What follows belongs to an exercise in optimizing a design on an open flow for small area, a short achievable clock period and few clock cycles; a production flow would make more cautious choices.
Only simulation tests tie the RTL to the original design; equivalence was not proved.
Power figures rest on the tool's default switching activity, not on a simulated workload.

--- flow/run.sh ---
#!/bin/bash
set -euo pipefail
MARGIN=${MARGIN:-10}
bash standard.sh synth > synth.log 2>&1
bash standard.sh SETUP_SLACK_MARGIN=$MARGIN "BUFFER_PORTS_ARGS=-buffer_cell sky130_fd_sc_hd__buf_4" finish > layout.log 2>&1
--- standard.sh ---
#!/bin/bash
# synth_recipe.tcl (not shown) runs the flow's synth.tcl, then flattens the netlist and writes it again
# the make line also repeats each setting of config.mk as NAME=value (left out here)
make -C /OpenROAD-flow-scripts/flow DESIGN_CONFIG=/design/flow/config.mk WORK_HOME=/design/flow/orfs CLKGATE_MAP_FILE= SYNTH_SCRIPT=/design/flow/synth_recipe.tcl "${@:-finish}"
--- config.mk ---
export PLATFORM = sky130hd
export DESIGN_NAME = brv32p_core
export DESIGN_NICKNAME = brv32p_core
export VERILOG_FILES = /design/flow/design.v
export SDC_FILE = /design/flow/constraint.sdc
export NUM_CORES = 8
export LEC_CHECK = 0
export CAP_MARGIN = 20
export CORE_MARGIN = 2
export CORE_UTILIZATION = 45
export CTS_BUF_LIST = sky130_fd_sc_hd__clkbuf_8
export PLACE_DENSITY = 0.6
export SLEW_MARGIN = 20
export SYNTH_HIERARCHICAL = 1
--- constraint.sdc ---
create_clock -name core_clock -period 15.0 [get_ports {clk}]
set_input_delay 3.0000 -clock core_clock [delete_from_list [all_inputs] [get_ports {clk}]]
set_output_delay 3.0000 -clock core_clock [all_outputs]
set_load 0.01 [all_outputs]
--- design.v ---
package brv32p_pkg;
  typedef enum logic [6:0] {
    OP_LUI      = 7'b0110111,
    OP_AUIPC    = 7'b0010111,
    OP_JAL      = 7'b1101111,
    OP_JALR     = 7'b1100111,
    OP_BRANCH   = 7'b1100011,
    OP_LOAD     = 7'b0000011,
    OP_STORE    = 7'b0100011,
    OP_IMM      = 7'b0010011,
    OP_REG      = 7'b0110011,
    OP_FENCE    = 7'b0001111,
    OP_SYSTEM   = 7'b1110011
  } opcode_e;
  typedef enum logic [3:0] {
    ALU_ADD   = 4'b0000,
    ALU_SUB   = 4'b1000,
    ALU_SLL   = 4'b0001,
    ALU_SLT   = 4'b0010,
    ALU_SLTU  = 4'b0011,
    ALU_XOR   = 4'b0100,
    ALU_SRL   = 4'b0101,
    ALU_SRA   = 4'b1101,
    ALU_OR    = 4'b0110,
    ALU_AND   = 4'b0111,
    ALU_PASS_B = 4'b1111    
  } alu_op_e;
  typedef enum logic [2:0] {
    MD_MUL    = 3'b000,
    MD_MULH   = 3'b001,
    MD_MULHSU = 3'b010,
    MD_MULHU  = 3'b011,
    MD_DIV    = 3'b100,
    MD_DIVU   = 3'b101,
    MD_REM    = 3'b110,
    MD_REMU   = 3'b111
  } md_op_e;
  typedef enum logic [2:0] {
    WB_ALU    = 3'd0,
    WB_MEM    = 3'd1,
    WB_PC4    = 3'd2,   
    WB_CSR    = 3'd3,
    WB_MULDIV = 3'd4
  } wb_sel_e;
  typedef enum logic [1:0] {
    MEM_BYTE = 2'b00,
    MEM_HALF = 2'b01,
    MEM_WORD = 2'b10
  } mem_width_e;
  typedef enum logic [2:0] {
    BR_NONE = 3'b000,
    BR_EQ   = 3'b001,
    BR_NE   = 3'b010,
    BR_LT   = 3'b011,
    BR_GE   = 3'b100,
    BR_LTU  = 3'b101,
    BR_GEU  = 3'b110
  } branch_type_e;
  typedef enum logic [1:0] {
    FWD_NONE  = 2'b00,
    FWD_EX_MEM = 2'b01,
    FWD_MEM_WB = 2'b10
  } fwd_sel_e;
  typedef struct packed {
    alu_op_e      alu_op;
    logic         alu_src;         
    logic         muldiv_en;
    md_op_e       muldiv_op;
    logic         mem_rd;
    logic         mem_wr;
    mem_width_e   mem_width;
    logic         mem_sign_ext;
    logic         reg_wr;
    wb_sel_e      wb_sel;
    branch_type_e branch_type;
    logic         jal;
    logic         jalr;
    logic         auipc;           
    logic         csr_en;
    logic [2:0]   csr_op;
    logic [11:0]  csr_addr;
    logic         ecall;
    logic         ebreak;
    logic         mret;
    logic         fence;
    logic         illegal;
  } ctrl_t;
  localparam logic [11:0] CSR_MSTATUS   = 12'h300;
  localparam logic [11:0] CSR_MIE       = 12'h304;
  localparam logic [11:0] CSR_MTVEC     = 12'h305;
  localparam logic [11:0] CSR_MSCRATCH  = 12'h340;
  localparam logic [11:0] CSR_MEPC      = 12'h341;
  localparam logic [11:0] CSR_MCAUSE    = 12'h342;
  localparam logic [11:0] CSR_MTVAL     = 12'h343;
  localparam logic [11:0] CSR_MIP       = 12'h344;
  localparam logic [11:0] CSR_MCYCLE    = 12'hB00;
  localparam logic [11:0] CSR_MINSTRET  = 12'hB02;
  localparam logic [11:0] CSR_MHARTID   = 12'hF14;
  localparam logic [31:0] RESET_VECTOR  = 32'h0000_0000;
  localparam logic [31:0] IMEM_BASE     = 32'h0000_0000;
  localparam logic [31:0] DMEM_BASE     = 32'h1000_0000;
  localparam logic [31:0] PERIPH_BASE   = 32'h2000_0000;
  localparam logic [31:0] GPIO_BASE     = 32'h2000_0000;
  localparam logic [31:0] UART_BASE     = 32'h2000_0100;
  localparam logic [31:0] TIMER_BASE    = 32'h2000_0200;
  localparam int ICACHE_SETS     = 64;    
  localparam int ICACHE_WAYS     = 2;     
  localparam int ICACHE_LINE_W   = 128;   
  localparam int DCACHE_SETS     = 64;
  localparam int DCACHE_WAYS     = 2;
  localparam int DCACHE_LINE_W   = 128;
  localparam int AXI_ADDR_W = 32;
  localparam int AXI_DATA_W = 32;
  localparam int AXI_STRB_W = AXI_DATA_W / 8;
endpackage
module compressed_decoder (
  input  logic [31:0] instr_in,      
  output logic [31:0] instr_out,     
  output logic        is_compressed,  
  output logic        illegal_c      
);
  logic [15:0] ci;   
  assign ci = instr_in[15:0];
  assign is_compressed = (ci[1:0] != 2'b11);
  function automatic logic [4:0] cr(input logic [2:0] r);
    cr = {2'b01, r};
  endfunction
  always_comb begin
    instr_out = instr_in;   
    illegal_c = 1'b0;
    if (is_compressed) begin
      instr_out = 32'h0000_0013;   
      illegal_c = 1'b0;
      case (ci[1:0])
        2'b00: begin
          case (ci[15:13])
            3'b000: begin  
              if (ci[12:5] == 8'b0) begin
                illegal_c = 1'b1;
              end else begin
                logic [9:0] nzuimm;
                nzuimm = {ci[10:7], ci[12:11], ci[5], ci[6], 2'b00};
                instr_out = {2'b0, nzuimm, 5'd2, 3'b000, cr(ci[4:2]), 7'b0010011};
              end
            end
            3'b010: begin  
              logic [6:0] off;
              off = {ci[5], ci[12:10], ci[6], 2'b00};
              instr_out = {5'b0, off, cr(ci[9:7]), 3'b010, cr(ci[4:2]), 7'b0000011};
            end
            3'b110: begin  
              logic [6:0] off;
              off = {ci[5], ci[12:10], ci[6], 2'b00};
              instr_out = {5'b0, off[6:5], cr(ci[4:2]), cr(ci[9:7]), 3'b010, off[4:0], 7'b0100011};
            end
            default: illegal_c = 1'b1;
          endcase
        end
        2'b01: begin
          case (ci[15:13])
            3'b000: begin  
              logic [5:0] imm;
              imm = {ci[12], ci[6:2]};
              instr_out = {{6{imm[5]}}, imm, ci[11:7], 3'b000, ci[11:7], 7'b0010011};
            end
            3'b001: begin  
              logic [20:0] jimm;
              jimm = {{10{ci[12]}}, ci[8], ci[10:9], ci[6], ci[7], ci[2], ci[11], ci[5:3], 1'b0};
              instr_out = {jimm[20], jimm[10:1], jimm[11], jimm[19:12], 5'd1, 7'b1101111};
            end
            3'b010: begin  
              logic [5:0] imm;
              imm = {ci[12], ci[6:2]};
              instr_out = {{6{imm[5]}}, imm, 5'd0, 3'b000, ci[11:7], 7'b0010011};
            end
            3'b011: begin
              if (ci[11:7] == 5'd2) begin  
                logic [9:0] nzimm;
                nzimm = {ci[12], ci[4:3], ci[5], ci[2], ci[6], 4'b0000};
                instr_out = {{2{nzimm[9]}}, nzimm, 5'd2, 3'b000, 5'd2, 7'b0010011};
              end else begin  
                logic [17:0] nzuimm;
                nzuimm = {ci[12], ci[6:2], 12'b0};
                instr_out = {{14{ci[12]}}, ci[12], ci[6:2], ci[11:7], 7'b0110111};
              end
            end
            3'b100: begin  
              case (ci[11:10])
                2'b00: begin  
                  instr_out = {7'b0000000, ci[6:2], cr(ci[9:7]), 3'b101, cr(ci[9:7]), 7'b0010011};
                end
                2'b01: begin  
                  instr_out = {7'b0100000, ci[6:2], cr(ci[9:7]), 3'b101, cr(ci[9:7]), 7'b0010011};
                end
                2'b10: begin  
                  logic [5:0] imm;
                  imm = {ci[12], ci[6:2]};
                  instr_out = {{6{imm[5]}}, imm, cr(ci[9:7]), 3'b111, cr(ci[9:7]), 7'b0010011};
                end
                2'b11: begin
                  case ({ci[12], ci[6:5]})
                    3'b000: instr_out = {7'b0100000, cr(ci[4:2]), cr(ci[9:7]), 3'b000, cr(ci[9:7]), 7'b0110011};  
                    3'b001: instr_out = {7'b0000000, cr(ci[4:2]), cr(ci[9:7]), 3'b100, cr(ci[9:7]), 7'b0110011};  
                    3'b010: instr_out = {7'b0000000, cr(ci[4:2]), cr(ci[9:7]), 3'b110, cr(ci[9:7]), 7'b0110011};  
                    3'b011: instr_out = {7'b0000000, cr(ci[4:2]), cr(ci[9:7]), 3'b111, cr(ci[9:7]), 7'b0110011};  
                    default: illegal_c = 1'b1;
                  endcase
                end
              endcase
            end
            3'b101: begin  
              logic [20:0] jimm;
              jimm = {{10{ci[12]}}, ci[8], ci[10:9], ci[6], ci[7], ci[2], ci[11], ci[5:3], 1'b0};
              instr_out = {jimm[20], jimm[10:1], jimm[11], jimm[19:12], 5'd0, 7'b1101111};
            end
            3'b110: begin  
              logic [8:0] boff;
              boff = {ci[12], ci[6:5], ci[2], ci[11:10], ci[4:3], 1'b0};
              instr_out = {boff[8], {3{boff[8]}}, boff[7:5], 5'd0, cr(ci[9:7]), 3'b000, boff[4:1], boff[8], 7'b1100011};
            end
            3'b111: begin  
              logic [8:0] boff;
              boff = {ci[12], ci[6:5], ci[2], ci[11:10], ci[4:3], 1'b0};
              instr_out = {boff[8], {3{boff[8]}}, boff[7:5], 5'd0, cr(ci[9:7]), 3'b001, boff[4:1], boff[8], 7'b1100011};
            end
            default: illegal_c = 1'b1;
          endcase
        end
        2'b10: begin
          case (ci[15:13])
            3'b000: begin  
              instr_out = {7'b0000000, ci[6:2], ci[11:7], 3'b001, ci[11:7], 7'b0010011};
            end
            3'b010: begin  
              logic [7:0] off;
              off = {ci[3:2], ci[12], ci[6:4], 2'b00};
              instr_out = {4'b0, off, 5'd2, 3'b010, ci[11:7], 7'b0000011};
            end
            3'b100: begin
              if (ci[12] == 1'b0) begin
                if (ci[6:2] == 5'b0) begin  
                  instr_out = {12'b0, ci[11:7], 3'b000, 5'd0, 7'b1100111};
                end else begin  
                  instr_out = {7'b0, ci[6:2], 5'd0, 3'b000, ci[11:7], 7'b0110011};
                end
              end else begin
                if (ci[6:2] == 5'b0) begin
                  if (ci[11:7] == 5'b0) begin  
                    instr_out = 32'h0010_0073;
                  end else begin  
                    instr_out = {12'b0, ci[11:7], 3'b000, 5'd1, 7'b1100111};
                  end
                end else begin  
                  instr_out = {7'b0, ci[6:2], ci[11:7], 3'b000, ci[11:7], 7'b0110011};
                end
              end
            end
            3'b110: begin  
              logic [7:0] off;
              off = {ci[8:7], ci[12:9], 2'b00};
              instr_out = {4'b0, off[7:5], ci[6:2], 5'd2, 3'b010, off[4:0], 7'b0100011};
            end
            default: illegal_c = 1'b1;
          endcase
        end
        default: begin
        end
      endcase
    end
  end
endmodule
module muldiv (
  input  logic        clk,
  input  logic        rst_n,
  input  logic        en,       
  input  logic        req,      
  input  logic [2:0]  op,
  input  logic [31:0] a,
  input  logic [31:0] b,
  input  logic [4:0]  ra,       
  input  logic [4:0]  rb,
  input  logic        wb_we,    
  input  logic [4:0]  wb_wa,
  output logic        hold,     
  output logic [31:0] result    
);
  localparam logic [3:0] PH_IDLE = 4'd0, PH_NEGA = 4'd1, PH_NEGB = 4'd2,
                         PH_DIV  = 4'd3, PH_NEGR = 4'd4, PH_MUL  = 4'd5,
                         PH_MULH = 4'd6, PH_OUT  = 4'd7;
  logic [3:0]  ph;
  logic [31:0] H, L, D;
  logic [5:0]  cnt;
  logic        lp;         
  logic        lead;       
  logic        negb_pend;  
  logic        neg_res;    
  logic        rem;        
  logic        msa;        
  logic        mhf;        
  logic        fixb;       
  logic        dsgn_q;     
  logic        out_l;      
  logic [35:0] hx, dx;
  assign hx = mhf ? {{4{H[31]}}, H} : {4'b0, H};
  assign dx = msa ? {{4{D[31]}}, D} : {4'b0, D};
  function automatic logic [5:0] booth2(input logic [3:0] m, input logic below);
    booth2 = {m[3],                                           
              (m[3] & !m[2] & !m[1]) | (!m[3] & m[2] & m[1]),   
              m[2] ^ m[1],                                    
              m[1],                                           
              (m[1] & !m[0] & !below) | (!m[1] & m[0] & below),  
              m[0] ^ below};                                  
  endfunction
  logic [5:0] bd;
  logic one0, two0, neg0, one1, two1, neg1;
  assign {neg1, two1, one1, neg0, two0, one0} = bd;
  logic [35:0] mag0, mag1, pp0, pp1;
  assign mag0 = one0 ? dx : two0 ? {dx[34:0], 1'b0} : 36'b0;
  assign mag1 = one1 ? dx : two1 ? {dx[34:0], 1'b0} : 36'b0;
  assign pp0  = mag0 ^ {36{neg0}};
  assign pp1  = {mag1[33:0] ^ {34{neg1}}, neg1, neg1};    
  logic [35:0] cs_s, cs_c, prod;
  assign cs_s = hx ^ pp0 ^ pp1;
  assign cs_c = {(hx[34:0] & pp0[34:0]) | (hx[34:0] & pp1[34:0]) | (pp0[34:0] & pp1[34:0]), neg1};
  assign prod = cs_s + cs_c + {35'b0, neg0};
  logic mul_last;
  assign mul_last = (L[31:3] == {29{L[3]}});
  logic [32:0] x_sub;
  logic [31:0] y_sub;
  logic [33:0] dsum;
  always_comb begin
    x_sub = (ph == PH_DIV) ? {H, L[31]} : 33'b0;
    case (ph)
      PH_NEGA: y_sub = L;
      PH_NEGR: y_sub = rem ? H : L;
      default: y_sub = D;
    endcase
  end
  assign dsum = {1'b0, x_sub} - {2'b0, y_sub};
  logic        q;
  logic [31:0] h_step, l_step;
  assign q      = ~dsum[33];
  assign h_step = q ? dsum[31:0] : {H[30:0], L[31]};
  assign l_step = {L[30:0], q};
  logic       rem_n;
  logic       fz;         
  logic [4:0] fra, frb;
  logic       hit;
  assign rem_n = op[1];
  assign hit   = fz && op[2] && op[0] && ra == fra && rb == frb &&
                 !(wb_we && (wb_wa == ra || wb_wa == rb));
  logic fin;
  logic in_out;    
  assign fin  = in_out || (ph == PH_IDLE && hit);
  assign hold = req && !fin;
  assign result = (in_out ? out_l : !rem_n) ? L : H;
  logic is_div, dsgn, a_neg, b_neg, b_zero;
  assign is_div = op[2];
  assign dsgn   = ~op[0];
  assign a_neg  = dsgn & a[31];
  assign b_neg  = dsgn & b[31];
  assign b_zero = (b == 32'b0);
  always_ff @(posedge clk or negedge rst_n) begin
    if (!rst_n)
      fz <= 1'b0;
    else if (en && ph == PH_IDLE && req && !hit)
      fz <= 1'b0;
    else if (en && ph == PH_DIV && cnt == 6'd1 && !dsgn_q)
      fz <= 1'b1;
    else if (wb_we && (wb_wa == fra || wb_wa == frb))
      fz <= 1'b0;
  end
  always_ff @(posedge clk or negedge rst_n) begin
    if (!rst_n) begin
      ph <= PH_IDLE;
      in_out <= 1'b0;
    end else if (en) begin
      in_out <= 1'b0;
      case (ph)
        PH_IDLE: if (req && !hit) begin
          if (!is_div)
            ph <= (op[1:0] == 2'b00) ? PH_MUL : PH_MULH;
          else if (b_zero)
            ph <= PH_DIV;
          else
            ph <= a_neg ? PH_NEGA : (b_neg ? PH_NEGB : PH_DIV);
        end
        PH_NEGA: ph <= negb_pend ? PH_NEGB : PH_DIV;
        PH_NEGB: ph <= PH_DIV;
        PH_DIV:  if (cnt == 6'd1) begin
                   ph <= neg_res ? PH_NEGR : PH_OUT;
                   in_out <= !neg_res;
                 end
        PH_NEGR: begin ph <= PH_OUT; in_out <= 1'b1; end
        PH_MUL:  if (mul_last) begin ph <= PH_OUT; in_out <= 1'b1; end
        PH_MULH: if (cnt == 6'd0) begin
                   ph <= fixb ? PH_MUL : PH_OUT;
                   in_out <= !fixb;
                 end
        default: ph <= PH_IDLE;
      endcase
    end
  end
  always_ff @(posedge clk) begin
    if (en) begin
      case (ph)
        PH_IDLE: if (req && !hit) begin
          fra    <= ra;
          frb    <= rb;
          dsgn_q <= !op[2] || dsgn;
          D      <= is_div ? b : a;
          rem    <= op[1];
          out_l  <= op[2] && !op[1];
          msa    <= !op[2] && ((op[1:0] == 2'b01) || (op[1:0] == 2'b10));
          mhf    <= !op[2] && (op[1:0] != 2'b00);
          fixb   <= !op[2] && op[1] && b[31];
          lp     <= 1'b0;
          bd     <= booth2(b[3:0], 1'b0);
          lead   <= 1'b1;
          negb_pend <= b_neg;
          if (!is_div) begin
            H   <= 32'b0;
            L   <= b;
            cnt <= 6'd7;
            neg_res <= 1'b0;
          end else if (b_zero) begin
            H   <= {1'b0, a[31:1]};
            L   <= {a[0], 31'h7FFF_FFFF};
            cnt <= 6'd1;
            lead <= 1'b0;
            neg_res <= 1'b0;
          end else begin
            H   <= 32'b0;
            L   <= a;
            cnt <= 6'd32;
            neg_res <= op[1] ? a_neg : (a_neg ^ b_neg);
          end
        end
        PH_NEGA: L <= dsum[31:0];
        PH_NEGB: D <= dsum[31:0];
        PH_NEGR: begin
          H     <= dsum[31:0];
          out_l <= 1'b0;
        end
        PH_DIV: begin
          if (lead && cnt > 6'd8 && L[31:24] == 8'b0) begin
            L   <= {L[23:0], 8'b0};
            cnt <= cnt - 6'd8;
          end else if (lead && cnt > 6'd4 && L[31:28] == 4'b0) begin
            L   <= {L[27:0], 4'b0};
            cnt <= cnt - 6'd4;
          end else begin
            lead <= 1'b0;
            H    <= h_step;
            L    <= l_step;
            cnt  <= cnt - 6'd1;
          end
        end
        PH_MUL: begin
          H  <= prod[31:0];
          D  <= {D[27:0], 4'b0};
          L  <= {{4{L[31]}}, L[31:4]};
          lp <= L[3];
          bd <= booth2(L[7:4], L[3]);
        end
        PH_MULH: begin
          H   <= prod[35:4];
          L   <= (cnt == 6'd0) ? 32'd1 : {prod[3:0], L[31:4]};
          lp  <= (cnt == 6'd0) ? 1'b0 : L[3];
          bd  <= (cnt == 6'd0) ? booth2(4'd1, 1'b0) : booth2(L[7:4], L[3]);
          cnt <= cnt - 6'd1;
        end
        default: ;
      endcase
    end
  end
endmodule
module brv32p_core (
  input  logic        clk,
  input  logic        rst_n,
  output logic [31:0] imem_addr,
  output logic        imem_rd,
  input  logic [31:0] imem_rdata,
  input  logic        imem_ready,
  output logic [31:0] dmem_addr,
  output logic        dmem_rd,
  output logic        dmem_wr,
  output logic [1:0]  dmem_width,
  output logic        dmem_sign_ext,
  output logic [31:0] dmem_wdata,
  input  logic [31:0] dmem_rdata,
  input  logic        dmem_ready
);
  logic m_rdq, m_wrq;
  logic adv;
  assign adv = imem_ready & ~((m_rdq | m_wrq) & ~dmem_ready);
  logic redirect;
  logic [31:0] redir_pc;
  logic md_hold, load_use, id_hold;
  assign id_hold = md_hold | load_use;
  logic [31:1] pc_if;
  assign imem_addr = {pc_if, 1'b0};
  assign imem_rd   = 1'b1;
  logic [31:0] raw;
  assign raw = imem_rdata;
  logic is_c_if;
  logic [31:0] instr_exp;
  logic        illegal_c_unused;
  compressed_decoder u_cdec (
    .instr_in      (raw),
    .instr_out     (instr_exp),
    .is_compressed (is_c_if),
    .illegal_c     (illegal_c_unused)
  );
  logic        pred_if;
  logic [31:1] pc_other, pc_d;
  assign pc_other = redirect ? redir_pc[31:1] : pc_if;
  fetch_next u_fnext (
    .raw      (raw),
    .pc       (pc_if),
    .pc_other (pc_other),
    .go       (!redirect & !id_hold),
    .pred     (pred_if),
    .pc_d     (pc_d)
  );
  always_ff @(posedge clk or negedge rst_n) begin
    if (!rst_n)
      pc_if <= 31'b0;
    else if (adv)
      pc_if <= pc_d;
  end
  logic [6:0] fo;
  logic [2:0] ff3;
  logic       f_br, f_store, f_reg, f_sys, f_trap;
  logic       pf_rb, pf_auipc, pf_use1, pf_use2, pf_jal;
  assign fo      = instr_exp[6:0];
  assign ff3     = instr_exp[14:12];
  assign f_br    = (fo == 7'b1100011);
  assign f_store = (fo == 7'b0100011);
  assign f_reg   = (fo == 7'b0110011);
  assign f_sys   = (fo == 7'b1110011);
  assign pf_rb    = f_reg | f_br;
  assign pf_auipc = (fo == 7'b0010111);
  assign pf_use1  = (fo == 7'b1100111) | f_br | (fo == 7'b0000011) | f_store |
                    (fo == 7'b0010011) | f_reg | (f_sys & (ff3 != 3'b000) & !ff3[2]);
  assign pf_use2  = f_br | f_store | f_reg;
  assign pf_jal   = (fo == 7'b1101111);
  assign f_trap   = (f_sys & (ff3 == 3'b000) & (instr_exp[31:20] != 12'h302)) |
                    (f_br & (ff3[2:1] == 2'b01)) |
                    !((fo == 7'b0110111) | pf_auipc | (fo == 7'b1101111) | (fo == 7'b1100111) |
                      f_br | (fo == 7'b0000011) | f_store | (fo == 7'b0010011) | f_reg |
                      (fo == 7'b0001111) | f_sys);
  logic        id_valid;
  logic        id_rb, id_auipc, id_store, id_br, id_use1, id_use2, id_trap, id_jal;
  logic [31:1] id_s1, id_s2;    
  logic [31:2] id_instr;
  logic [31:1] id_pc;
  logic        id_c, id_pred;
  always_ff @(posedge clk or negedge rst_n) begin
    if (!rst_n)
      id_valid <= 1'b0;
    else if (adv && !id_hold)
      id_valid <= !redirect;
  end
  always_ff @(posedge clk) begin
    if (adv && !id_hold) begin
      id_instr <= instr_exp[31:2];
      id_pc    <= pc_if;
      id_c     <= is_c_if;
      id_pred  <= pred_if;
      id_rb    <= pf_rb;
      id_auipc <= pf_auipc;
      id_store <= f_store;
      id_br    <= f_br;
      id_use1  <= pf_use1;
      id_use2  <= pf_use2;
      id_trap  <= f_trap;
      id_jal   <= pf_jal;
      for (int i = 1; i < 32; i++) begin
        id_s1[i] <= (instr_exp[19:15] == 5'(i));
        id_s2[i] <= (instr_exp[24:20] == 5'(i));
      end
    end
  end
  logic [31:0] ins;
  assign ins = {id_instr, 2'b11};
  logic [6:0] opc;
  logic [2:0] f3;
  logic [4:0] rs1, rs2, rd;
  assign opc = ins[6:0];
  assign f3  = ins[14:12];
  assign rs1 = ins[19:15];
  assign rs2 = ins[24:20];
  assign rd  = ins[11:7];
  logic o_lui, o_auipc, o_jal, o_jalr, o_br, o_load, o_store, o_imm, o_reg, o_fence, o_sys;
  assign o_lui   = (opc == 7'b0110111);
  assign o_auipc = (opc == 7'b0010111);
  assign o_jal   = (opc == 7'b1101111);
  assign o_jalr  = (opc == 7'b1100111);
  assign o_br    = (opc == 7'b1100011);
  assign o_load  = (opc == 7'b0000011);
  assign o_store = (opc == 7'b0100011);
  assign o_imm   = (opc == 7'b0010011);
  assign o_reg   = (opc == 7'b0110011);
  assign o_fence = (opc == 7'b0001111);
  assign o_sys   = (opc == 7'b1110011);
  logic d_md, d_csr, d_ecall, d_ebreak, d_mret, d_ill, d_brok;
  assign d_md     = o_reg & (ins[31:25] == 7'b0000001);
  assign d_csr    = o_sys & (f3 != 3'b000);
  assign d_ecall  = o_sys & (f3 == 3'b000) & (ins[31:20] == 12'h000);
  assign d_ebreak = o_sys & (f3 == 3'b000) & (ins[31:20] == 12'h001);
  assign d_mret   = o_sys & (f3 == 3'b000) & (ins[31:20] == 12'h302);
  assign d_brok   = o_br & (f3[2:1] != 2'b01);
  assign d_ill    = (o_sys & (f3 == 3'b000) & !d_ecall & !d_ebreak & !d_mret) |
                    (o_br & !d_brok) |
                    !(o_lui | o_auipc | o_jal | o_jalr | o_br | o_load | o_store |
                      o_imm | o_reg | o_fence | o_sys);
  logic d_regwr, use1, use2;
  assign d_regwr = o_lui | o_auipc | o_jal | o_jalr | o_load | o_imm | o_reg | d_csr;
  assign use1    = id_use1;
  assign use2    = id_use2;
  logic d_alu, d_sub, d_slt, d_sltu, d_log, d_sh, d_sleft, d_sarith;
  logic [1:0] d_lop;
  assign d_alu    = (o_imm | o_reg) & !d_md;
  assign d_sub    = (o_reg & (f3 == 3'b000) & ins[30]) | o_br |
                    (d_alu & (f3 == 3'b010 || f3 == 3'b011));
  assign d_slt    = d_alu & (f3 == 3'b010);
  assign d_sltu   = d_alu & (f3 == 3'b011);
  assign d_log    = d_alu & f3[2] & (f3[1:0] != 2'b01);
  assign d_lop    = f3[1:0];
  assign d_sh     = d_alu & (f3[1:0] == 2'b01);
  assign d_sleft  = !f3[2];
  assign d_sarith = ins[30];
  logic d_radd;
  assign d_radd   = (d_alu & (f3 == 3'b000)) | o_load | o_store;
  logic [31:0] d_immv;
  always_comb begin
    if (o_store)
      d_immv = {{20{ins[31]}}, ins[31:25], ins[11:7]};
    else if (o_br)
      d_immv = {{19{ins[31]}}, ins[31], ins[7], ins[30:25], ins[11:8], 1'b0};
    else if (o_lui | o_auipc)
      d_immv = {ins[31:12], 12'b0};
    else if (o_jal)
      d_immv = {{11{ins[31]}}, ins[31], ins[19:12], ins[20], ins[30:21], 1'b0};
    else if (o_sys)
      d_immv = {27'b0, ins[19:15]};
    else
      d_immv = {{20{ins[31]}}, ins[31:20]};
  end
  logic d_trap;
  logic [31:1] pc_inc_id, pc_imm_id;
  assign d_trap    = id_trap;    
  assign pc_inc_id = id_pc + {29'b0, ~id_c, id_c};
  assign pc_imm_id = id_pc + (id_jal   ? {{12{ins[31]}}, ins[19:12], ins[20], ins[30:21]}    
                             : id_auipc ? {ins[31:12], 11'b0}                                 
                                        : {{20{ins[31]}}, ins[7], ins[30:25], ins[11:8]});   
  logic [6:0] d_csel;
  always_comb begin
    d_csel = 7'b0;
    case (ins[31:20])
      12'h300: d_csel[0] = 1'b1;   
      12'h304: d_csel[1] = 1'b1;   
      12'h305: d_csel[2] = 1'b1;   
      12'h340: d_csel[3] = 1'b1;   
      12'h341: d_csel[4] = 1'b1;   
      12'h342: d_csel[5] = 1'b1;   
      12'h343: d_csel[6] = 1'b1;   
      default: ;
    endcase
  end
  logic        rf_we;
  logic [4:0]  rf_wa;
  logic [31:0] rf_wd;
  logic [31:1][31:0] regs;
  always_ff @(posedge clk) begin
    for (int i = 1; i < 32; i++)
      if (rf_we && rf_wa == 5'(i))
        regs[i] <= rf_wd;
  end
  logic [31:0] rs1_r, rs2_r, rs1_v, rs2_v;
  always_comb begin
    rs1_r = 32'b0;
    rs2_r = 32'b0;
    for (int i = 1; i < 32; i++) begin
      rs1_r = rs1_r | (regs[i] & {32{id_s1[i]}});
      rs2_r = rs2_r | (regs[i] & {32{id_s2[i]}});
    end
  end
  assign rs1_v = (rf_we && rf_wa == rs1) ? rf_wd : rs1_r;
  assign rs2_v = (rf_we && rf_wa == rs2) ? rf_wd : rs2_r;
  logic e_rfwe, e_load;
  logic [4:0] e_rd, e_ra, e_rb;
  assign load_use = e_load & id_valid &
                    (((e_rd == rs1) & use1) | ((e_rd == rs2) & use2));
  logic id_go;
  assign id_go = id_valid & !redirect & !load_use;
  logic        fwd1_n, fwd2_n;
  logic [31:0] ex_res, rs2_f;
  assign fwd1_n = e_rfwe & (e_rd == rs1) & use1;
  assign fwd2_n = e_rfwe & (e_rd == rs2) & use2;
  assign rs2_f  = fwd2_n ? ex_res : rs2_v;
  logic e_store, e_md, e_csr, e_trap, e_mret, e_br, e_jalr, e_jalf;
  logic [31:0] e_rs1v, e_b, e_x;
  logic        e_pred;
  logic        e_sub, e_slt, e_sltu, e_log, e_sh, e_sleft, e_sarith;
  logic        e_radd, e_rimm, e_rlink, e_rcsr, e_rmd;
  logic [1:0]  e_lop;
  logic [2:0]  e_f3;
  logic [1:0]  e_width;
  logic        e_sext;
  logic [3:0]  e_cause;
  logic [6:0]  e_csel;
  always_ff @(posedge clk or negedge rst_n) begin
    if (!rst_n) begin
      e_rfwe <= 1'b0; e_load <= 1'b0; e_store <= 1'b0; e_md <= 1'b0;
      e_csr  <= 1'b0; e_trap <= 1'b0; e_mret  <= 1'b0; e_br <= 1'b0;
      e_jalr <= 1'b0; e_jalf <= 1'b0;
    end else if (adv && !md_hold) begin
      e_rfwe  <= id_go & d_regwr & (rd != 5'd0);
      e_load  <= id_go & o_load;
      e_store <= id_go & o_store;
      e_md    <= id_go & d_md;
      e_csr   <= id_go & d_csr;
      e_trap  <= id_go & d_trap;
      e_mret  <= id_go & d_mret;
      e_br    <= id_go & d_brok;
      e_jalr  <= id_go & o_jalr;
      e_jalf  <= id_go & o_jal & !id_pred;    
    end
  end
  always_ff @(posedge clk) begin
    if (adv && !md_hold) begin
      e_rs1v   <= fwd1_n ? ex_res : rs1_v;
      e_b      <= id_rb ? rs2_f : id_auipc ? {pc_imm_id, 1'b0} :
                  id_jal ? {pc_inc_id, 1'b0} : d_immv;
      e_x      <= id_store ? rs2_f :
                  d_trap ? {id_pc, 1'b0} :
                  ((id_br | id_jal) & !id_pred) ? {pc_imm_id, 1'b0} : {pc_inc_id, 1'b0};
      e_pred   <= id_pred;
      e_rd     <= rd;
      e_ra     <= rs1;
      e_rb     <= rs2;
      e_sub    <= d_sub;
      e_slt    <= d_slt;
      e_sltu   <= d_sltu;
      e_log    <= d_log;
      e_lop    <= d_lop;
      e_sh     <= d_sh;
      e_sleft  <= d_sleft;
      e_sarith <= d_sarith;
      e_radd   <= d_radd;
      e_rimm   <= o_lui | o_auipc | o_jal;
      e_rlink  <= o_jalr;
      e_rcsr   <= d_csr;
      e_rmd    <= d_md;
      e_f3     <= f3;
      e_width  <= f3[1:0];
      e_sext   <= !f3[2];
      e_cause  <= d_ill ? 4'd2 : d_ecall ? 4'd11 : 4'd3;
      e_csel   <= d_csel;
    end
  end
  logic [31:0] m_result;
  logic [31:0] opa, alub;
  assign opa  = e_rs1v;
  assign alub = e_b;
  logic [32:0] sum;
  assign sum = {1'b0, opa} + {1'b0, alub ^ {32{e_sub}}} + {32'b0, e_sub};
  logic lt, ltu, eq;
  assign ltu = ~sum[32];
  assign lt  = (opa[31] ^ alub[31]) ? opa[31] : sum[31];
  assign eq  = (opa == alub);
  logic [31:0] logv;
  always_comb begin
    case (e_lop)
      2'b00:   logv = opa ^ alub;
      2'b10:   logv = opa | alub;
      default: logv = opa & alub;
    endcase
  end
  logic [31:0] sh_in, sh_r, shv;
  always_comb begin
    for (int i = 0; i < 32; i++) sh_in[i] = e_sleft ? opa[31 - i] : opa[i];
  end
  assign sh_r = 32'($signed({e_sarith & !e_sleft & opa[31], sh_in}) >>> alub[4:0]);
  always_comb begin
    for (int i = 0; i < 32; i++) shv[i] = e_sleft ? sh_r[31 - i] : sh_r[i];
  end
  logic taken;
  logic blt, bltu;
  assign bltu  = (opa < alub);
  assign blt   = ($signed(opa) < $signed(alub));
  assign taken = (e_f3[2] ? (e_f3[1] ? bltu : blt) : eq) ^ e_f3[0];
  logic        mie_b, mpie_b;
  logic [31:0] csr_mie, csr_mscratch, csr_mcause, csr_mtval;
  logic [31:2] csr_mtvec;
  logic [31:1] csr_mepc;
  logic        v_mie, v_mtvec, v_mscratch, v_mepc, v_mcause, v_mtval;
  logic [31:0] mtvec_q, mepc_q;
  assign mtvec_q = {csr_mtvec & {30{v_mtvec}}, 2'b0};
  assign mepc_q  = {csr_mepc & {31{v_mepc}}, 1'b0};
  logic [31:0] csr_rd;
  assign csr_rd = ({32{e_csel[0]}} & {24'b0, mpie_b, 3'b0, mie_b, 3'b0}) |
                  ({32{e_csel[1] & v_mie}} & csr_mie) |
                  ({32{e_csel[2]}} & mtvec_q) |
                  ({32{e_csel[3] & v_mscratch}} & csr_mscratch) |
                  ({32{e_csel[4]}} & mepc_q) |
                  ({32{e_csel[5] & v_mcause}} & csr_mcause) |
                  ({32{e_csel[6] & v_mtval}} & csr_mtval);
  logic [31:0] csr_wv, csr_nv;
  assign csr_wv = e_f3[2] ? e_b : opa;
  always_comb begin
    case (e_f3[1:0])
      2'b01:   csr_nv = csr_wv;
      2'b10:   csr_nv = csr_rd | csr_wv;
      2'b11:   csr_nv = csr_rd & ~csr_wv;
      default: csr_nv = csr_rd;
    endcase
  end
  logic csr_wr;
  assign csr_wr = adv & e_csr;
  always_ff @(posedge clk or negedge rst_n) begin
    if (!rst_n) begin
      mie_b <= 1'b0; mpie_b <= 1'b0;
      v_mie <= 1'b0; v_mtvec <= 1'b0; v_mscratch <= 1'b0; v_mepc <= 1'b0;
      v_mcause <= 1'b0; v_mtval <= 1'b0;
    end else if (adv) begin
      if (e_trap) begin
        v_mepc   <= 1'b1;
        v_mcause <= 1'b1;
        v_mtval  <= 1'b0;    
        mpie_b   <= mie_b;
        mie_b    <= 1'b0;
      end else if (e_mret) begin
        mie_b  <= mpie_b;
        mpie_b <= 1'b1;
      end else if (e_csr) begin
        if (e_csel[0]) begin mie_b <= csr_nv[3]; mpie_b <= csr_nv[7]; end
        if (e_csel[1]) v_mie      <= 1'b1;
        if (e_csel[2]) v_mtvec    <= 1'b1;
        if (e_csel[3]) v_mscratch <= 1'b1;
        if (e_csel[4]) v_mepc     <= 1'b1;
        if (e_csel[5]) v_mcause   <= 1'b1;
        if (e_csel[6]) v_mtval    <= 1'b1;
      end
    end
  end
  always_ff @(posedge clk) begin
    if (adv & e_trap) begin
      csr_mepc   <= e_x[31:1];
      csr_mcause <= {28'b0, e_cause};
    end else begin
      if (csr_wr & e_csel[4]) csr_mepc   <= csr_nv[31:1];
      if (csr_wr & e_csel[5]) csr_mcause <= csr_nv;
    end
    if (csr_wr & e_csel[1]) csr_mie      <= csr_nv;
    if (csr_wr & e_csel[2]) csr_mtvec    <= csr_nv[31:2];
    if (csr_wr & e_csel[3]) csr_mscratch <= csr_nv;
    if (csr_wr & e_csel[6]) csr_mtval    <= csr_nv;
  end
  logic [31:0] md_res;
  muldiv u_md (
    .clk    (clk),
    .rst_n  (rst_n),
    .en     (adv),
    .req    (e_md),
    .op     (e_f3),
    .a      (opa),
    .b      (alub),
    .ra     (e_ra),
    .rb     (e_rb),
    .wb_we  (rf_we),
    .wb_wa  (rf_wa),
    .hold   (md_hold),
    .result (md_res)
  );
  assign redirect = (e_br & (taken ^ e_pred)) | e_jalr | e_jalf | e_trap | e_mret;
  always_comb begin
    if (e_trap)      redir_pc = mtvec_q;
    else if (e_mret) redir_pc = mepc_q;
    else if (e_jalr) redir_pc = {sum[31:1], 1'b0};
    else             redir_pc = e_x;
  end
  assign ex_res = ({32{e_radd}} & sum[31:0]) |
                  ({32{e_log}}  & logv) |
                  ({32{e_sh}}   & shv) |
                  {31'b0, (e_slt & lt) | (e_sltu & ltu)} |
                  ({32{e_rimm}} & e_b) |
                  ({32{e_rlink}} & e_x) |
                  ({32{e_rcsr}} & csr_rd) |
                  ({32{e_rmd}}  & md_res);
  logic        m_rfwe;
  logic [4:0]  m_rd;
  logic [31:0] m_wdata;
  logic [1:0]  m_width;
  logic        m_sext;
  always_ff @(posedge clk or negedge rst_n) begin
    if (!rst_n) begin
      m_rfwe <= 1'b0; m_rdq <= 1'b0; m_wrq <= 1'b0;
    end else if (adv) begin
      m_rfwe <= e_rfwe & !md_hold;
      m_rdq  <= e_load;
      m_wrq  <= e_store;
    end
  end
  always_ff @(posedge clk) begin
    if (adv) begin
      m_rd     <= e_rd;
      m_result <= ex_res;
      m_wdata  <= e_x;
      m_width  <= e_width;
      m_sext   <= e_sext;
    end
  end
  assign dmem_addr     = m_result;
  assign dmem_rd       = m_rdq;
  assign dmem_wr       = m_wrq;
  assign dmem_width    = m_width;
  assign dmem_sign_ext = m_sext;
  assign dmem_wdata    = m_wdata;
  assign rf_we = m_rfwe;
  assign rf_wa = m_rd;
  assign rf_wd = m_rdq ? dmem_rdata : m_result;
endmodule
module fetch_next (
  input  logic [31:0] raw,
  input  logic [31:1] pc,
  input  logic [31:1] pc_other,    
  input  logic        go,          
  output logic        pred,
  output logic [31:1] pc_d
);
  logic is_c, q1, cj, cb, j32, b32, jnear;
  assign is_c  = (raw[1:0] != 2'b11);
  assign q1    = (raw[1:0] == 2'b01);
  assign cj    = q1 & (raw[14:13] == 2'b01);    
  assign cb    = q1 & (raw[15:14] == 2'b11);    
  assign j32   = (raw[6:0] == 7'b1101111);
  assign b32   = (raw[6:0] == 7'b1100011);
  assign jnear = (raw[19:12] == {8{raw[31]}});   
  assign pred  = (j32 & jnear) | cj | (b32 & raw[31]) | (cb & raw[12]);
  logic [12:1] immj, immb, immc;
  assign immj  = {raw[31], raw[20], raw[30:21]};                           
  assign immb  = {raw[31], raw[7], raw[30:25], raw[11:8]};                 
  assign immc  = raw[14] ? {{5{raw[12]}}, raw[6:5], raw[2], raw[11:10], raw[4:3]}           
                         : {raw[12], raw[12], raw[8], raw[10:9], raw[6], raw[7], raw[2], raw[11], raw[5:3]};  
  logic [31:13] ph_inc, ph_dec;
  logic [12:1]  pl_1, pl_2;
  logic         pl_1c, pl_2c;
  incr #(19) u_hinc (.a(pc[31:13]), .s(ph_inc));
  decr #(19) u_hdec (.a(pc[31:13]), .s(ph_dec));
  incr #(13) u_l1   (.a({1'b0, pc[12:1]}), .s({pl_1c, pl_1}));
  incr #(12) u_l2   (.a({1'b0, pc[12:2]}), .s({pl_2c, pl_2[12:2]}));
  assign pl_2[1] = pc[1];
  logic [31:13] hj1, hj0, hc1, hc0;
  assign hj1 = raw[31] ? pc[31:13] : ph_inc;
  assign hj0 = raw[31] ? ph_dec    : pc[31:13];
  assign hc1 = raw[12] ? pc[31:13] : ph_inc;
  assign hc0 = raw[12] ? ph_dec    : pc[31:13];
  logic [12:1] c_lo, jj_lo, jb_lo, j_lo, s_lo;
  logic        c_co, jj_co, jb_co, j_co, s_co;
  addc #(12) u_tc (.a(pc[12:1]), .b(immc), .s(c_lo),  .co(c_co));
  addc #(12) u_tj (.a(pc[12:1]), .b(immj), .s(jj_lo), .co(jj_co));
  addc #(12) u_tb (.a(pc[12:1]), .b(immb), .s(jb_lo), .co(jb_co));
  assign j_lo = raw[3] ? jj_lo : jb_lo;
  assign j_co = raw[3] ? jj_co : jb_co;
  assign s_lo = is_c ? pl_1  : pl_2;
  assign s_co = is_c ? pl_1c : pl_2c;
  logic [31:1] pc_seq;
  assign pc_seq = {s_co ? ph_inc : pc[31:13], s_lo};
  pc_pick u_pick (
    .psel  (go & pred),
    .is_c  (is_c),
    .j_co  (j_co), .j_lo (j_lo), .hj1 (hj1), .hj0 (hj0),
    .c_co  (c_co), .c_lo (c_lo), .hc1 (hc1), .hc0 (hc0),
    .other (go ? pc_seq : pc_other),
    .pc_d  (pc_d)
  );
endmodule
module pc_pick (
  input  logic         psel,
  input  logic         is_c,
  input  logic         j_co,
  input  logic [12:1]  j_lo,
  input  logic [31:13] hj1, hj0,
  input  logic         c_co,
  input  logic [12:1]  c_lo,
  input  logic [31:13] hc1, hc0,
  input  logic [31:1]  other,
  output logic [31:1]  pc_d
);
  logic [31:1] tgt32, tgtc;
  assign tgt32 = {j_co ? hj1 : hj0, j_lo};
  assign tgtc  = {c_co ? hc1 : hc0, c_lo};
  assign pc_d  = !psel ? other : is_c ? tgtc : tgt32;
endmodule
module addc #(parameter int W = 8) (
  input  logic [W-1:0] a,
  input  logic [W-1:0] b,
  output logic [W-1:0] s,
  output logic         co
);
  assign {co, s} = {1'b0, a} + {1'b0, b};
endmodule
module incr #(parameter int W = 8) (
  input  logic [W-1:0] a,
  output logic [W-1:0] s
);
  assign s = a + 1'b1;
endmodule
module decr #(parameter int W = 8) (
  input  logic [W-1:0] a,
  output logic [W-1:0] s
);
  assign s = a - 1'b1;
endmodule
==> summary.txt <==
-- metal layers --
metal,routed length [um],track usage
met4,48400,0.319
met5,285,0.00273
met2,210000,0.612
met1,175000,0.523
met3,73900,0.153
-- worst paths after layout --
path                           startpoint    endpoint  slack (ns)  cells past startpoint
hold / removal                      v_mie       v_mie        0.45                      1
min in group asynchronous           rst_n       mie_b        2.11                      1
setup / recovery           dmem_rdata[19]  e_rs1v[19]        9.94                      6
setup reg to reg                   e_sext     e_x[22]        9.97                     10
hold reg to reg                     v_mie       v_mie        0.45                      1
max in group asynchronous           rst_n   pc_if[10]       12.14                      1
-- registers in the layout, summed over array words and instances, names as in the netlist, 30 cells and up --
name	cells
csr_mtvec	30
id_pc	31
csr_mie	32
id_s2	31
u_md.L	32
regs	992
csr_mcause	32
csr_mepc	31
pc_if	31
id_s1	31
m_wdata	32
csr_mtval	32
e_rs1v	32
e_x	32
m_result	32
u_md.H	32
e_b	32
u_md.D	32
id_instr	30
csr_mscratch	32
-- what timing repair did --
action / CTS / global route
cloned: 2 / 6
setup buffers: 17 / 23
pin swaps: 9 / 17
endpoints found under the setup margin: 349 / 249
resized for setup: 94 / 83
-- area by class of cell --
class                      instances  area [sq um]
sequential                      1707         50700
inverter                         208           812
clock buffer                     320          4400
multi-input combinational       6588         47800
antenna                           32          80.1
timing repair buffer             544          4620
fill                           20100        111000
tap                             2992          3740
clock inverter                   206          1280
-- cell usage in the layout (no fill, tap or decap), types with 32 or more instances in the layout --
master,instances
nor2b_1,59
and3_1,90
fa_1,40
o221ai_1,44
o22ai_1,60
clkbuf_8,321
a221o_1,79
nand4_1,192
nand3_1,192
a221oi_1,334
nor2_1,621
a21oi_1,453
mux2i_1,212
clkinv_1,73
ha_1,267
o21a_1,46
a211oi_1,110
nor4_1,43
and2_1,36
mux4_2,37
o211ai_1,87
buf_4,492
xnor2_1,213
nor2_4,38
a21o_1,127
nand2b_1,83
nand2_1,670
mux2_2,193
nor3b_1,32
diode_2,32
o21ai_0,351
edfxtp_1,1621
a22oi_1,470
xor2_1,160
a31oi_1,49
nor3_1,183
a22o_1,307
inv_1,273
a222oi_1,143
-- stage by stage --
stage,power (W),hold WS (ns),util,area [sq um],cells
after detailed placement,0.0166,0.437,0.474,106000,12000
after global routing,0.0224,0.473,0.506,113000,12600
after floorplan,0.0131,0.420,-,101000,9198
final,0.0216,0.450,0.506,113000,12600
after global placement,0.0165,0.431,0.474,106000,12000
after CTS,0.0210,0.451,0.502,113000,12500
-- report_power, final --
part | switching [W] | internal (W) | total, W
Combinational | 0.00668 | 0.00379 | 0.0105
Sequential | 0.000821 | 0.00596 | 0.00678
Clock | 0.00207 | 0.00224 | 0.00431
-- worst max-delay path, stage by stage --
cell and delay, ns:
buf_4 0.11, mux2i_1 0.63, clkinv_1 1.12, nor2_1 0.33
a21oi_1 0.21, mux2_2 0.40
==> impl_summary.log <==
INFO  metric wl = 507,000 um
INFO  metric gp_routability_congestion = about 1.0
INFO  metric count_of_vias_placed_by_the_detailed_router = 93,100
INFO  metric start_util = 0.451
INFO  metric ys.warnings.count = 9
INFO  metric critPathLaunchType = primary input
INFO  metric finalMaxSlewViolations = 0
INFO  metric drt_drc_violations_left = 0
INFO  metric timing.critical_path.fanout_max = 33
INFO  metric tightest_pin_transition = 1.35 ns
INFO  metric maxSlewHeadroom = 0.0906
INFO  metric finalCriticalPeriod = 5.06 ns
INFO  metric worstHoldPathType = register to register
INFO  metric io_pins = 170
INFO  metric numPortBuffers = between 150 and 200
INFO  metric cts-buffers-inserted = 308
INFO  metric cap_viol_max_count = 0
INFO  metric dieArea = between 200,000 and 250,000 sq um
INFO  metric peakVddDrop = ~0.31 mV
INFO  metric numnets_final = roughly 9,700
INFO  metric die-width = 478 um
INFO  metric detail_route.first_pass.iterations = 14
INFO  metric numClockSinks = around 1,700
INFO  metric fmaxAchievable = ~200 MHz
INFO  metric grt_first_pass_wirelength = 688,000 um
INFO  metric netlist_instances = 9,196
INFO  metric chipHeight = 478 um
INFO  metric rsz0062_at_grt = no
INFO  metric avgSynthCellArea = 11.0 sq um
INFO  metric report.final.setup_viol = 0
INFO  metric hold_viol_final = 0
INFO  metric first_global_vias = between 80,000 and 90,000
INFO  metric grt_start_max_net_pins = 156
INFO  metric insertion_delay = 1.14 ns
INFO  metric place.detailed.hpwl = approximately 320,000 um
INFO  metric first_iter_violations = 19,600
INFO  metric synth_area = roughly 100,000 sq um
INFO  metric cts.reportedPaths.clkPinSlew = around 0.060 ns
INFO  metric drt.antenna.violating_nets = 0
INFO  metric post_drt_via_cell_ratio = 7.39
INFO  metric finalSetupTns = 0 ns
INFO  metric arrival = just under 6 ns
INFO  metric grt-ovfl-total = 0
INFO  metric number_of_hold_buffers_added_after_cts = 0
INFO  metric cts_root_buf = clkbuf_8
INFO  metric syn_to_final_growth = 12.2%
INFO  metric final.period_utilization = 0.337
INFO  metric placement_rows = 174
INFO  metric clock_skew = about 0.13 ns
INFO  metric htreeDepth = 5
INFO  metric dp_slack = slightly above 8 ns
INFO  metric power_leakage = 40.1 nW
INFO  metric wl_per_cell = just over 40 um
INFO  metric status = complete, no violations
INFO  metric pwr_density = 190 nW/um^2
INFO  metric design.core.area = between 200,000 and 250,000 sq um
INFO  metric drive_gt1_frac = 0.151
INFO  metric crit_path_end_kind = register
INFO  metric grt.total_usage = 0.426
INFO  metric cts_tree = done
INFO  metric antenna_found_initial = 31
INFO  metric cts_max_path_buffers = 4
INFO  metric critical_path_class = primary input to register
INFO  metric finalWorstSetupSlack = around 9.9 ns
INFO  metric crit_required = ~16 ns
Testbench counts, summed over its fixed seeds: cycles 513,230.

==> static timing again, ports no longer ideal <==
The flow's constraints put no driver on any port. The routed layout listed below was extracted and timed again, unchanged, in two steps. Step 1: set_driving_cell puts a clkbuf_16 on clk and a buf_2 on each other input, an assumption about the parent block. Step 2 times the ports against the registers' clock, not the clock port: input delays grow and output delays shrink by t, the midpoint of the rising clock arrivals with the driver on. Three values: no drivers, after step 1, after step 2; two values: the first two.
t, ns: 1.156
setup WS [ns]: 9.938 / 9.968 / 8.854
worst hold slack (ns): 0.450 / 0.450 / 0.450
slew at the worst register clock pin (ns): 0.07 / 0.07
cell pins on the clock port's net: 1
After both steps this run still meets setup and hold. The setup slack of this run moves by +0.030 ns with the drivers and by -1.084 ns with both steps.
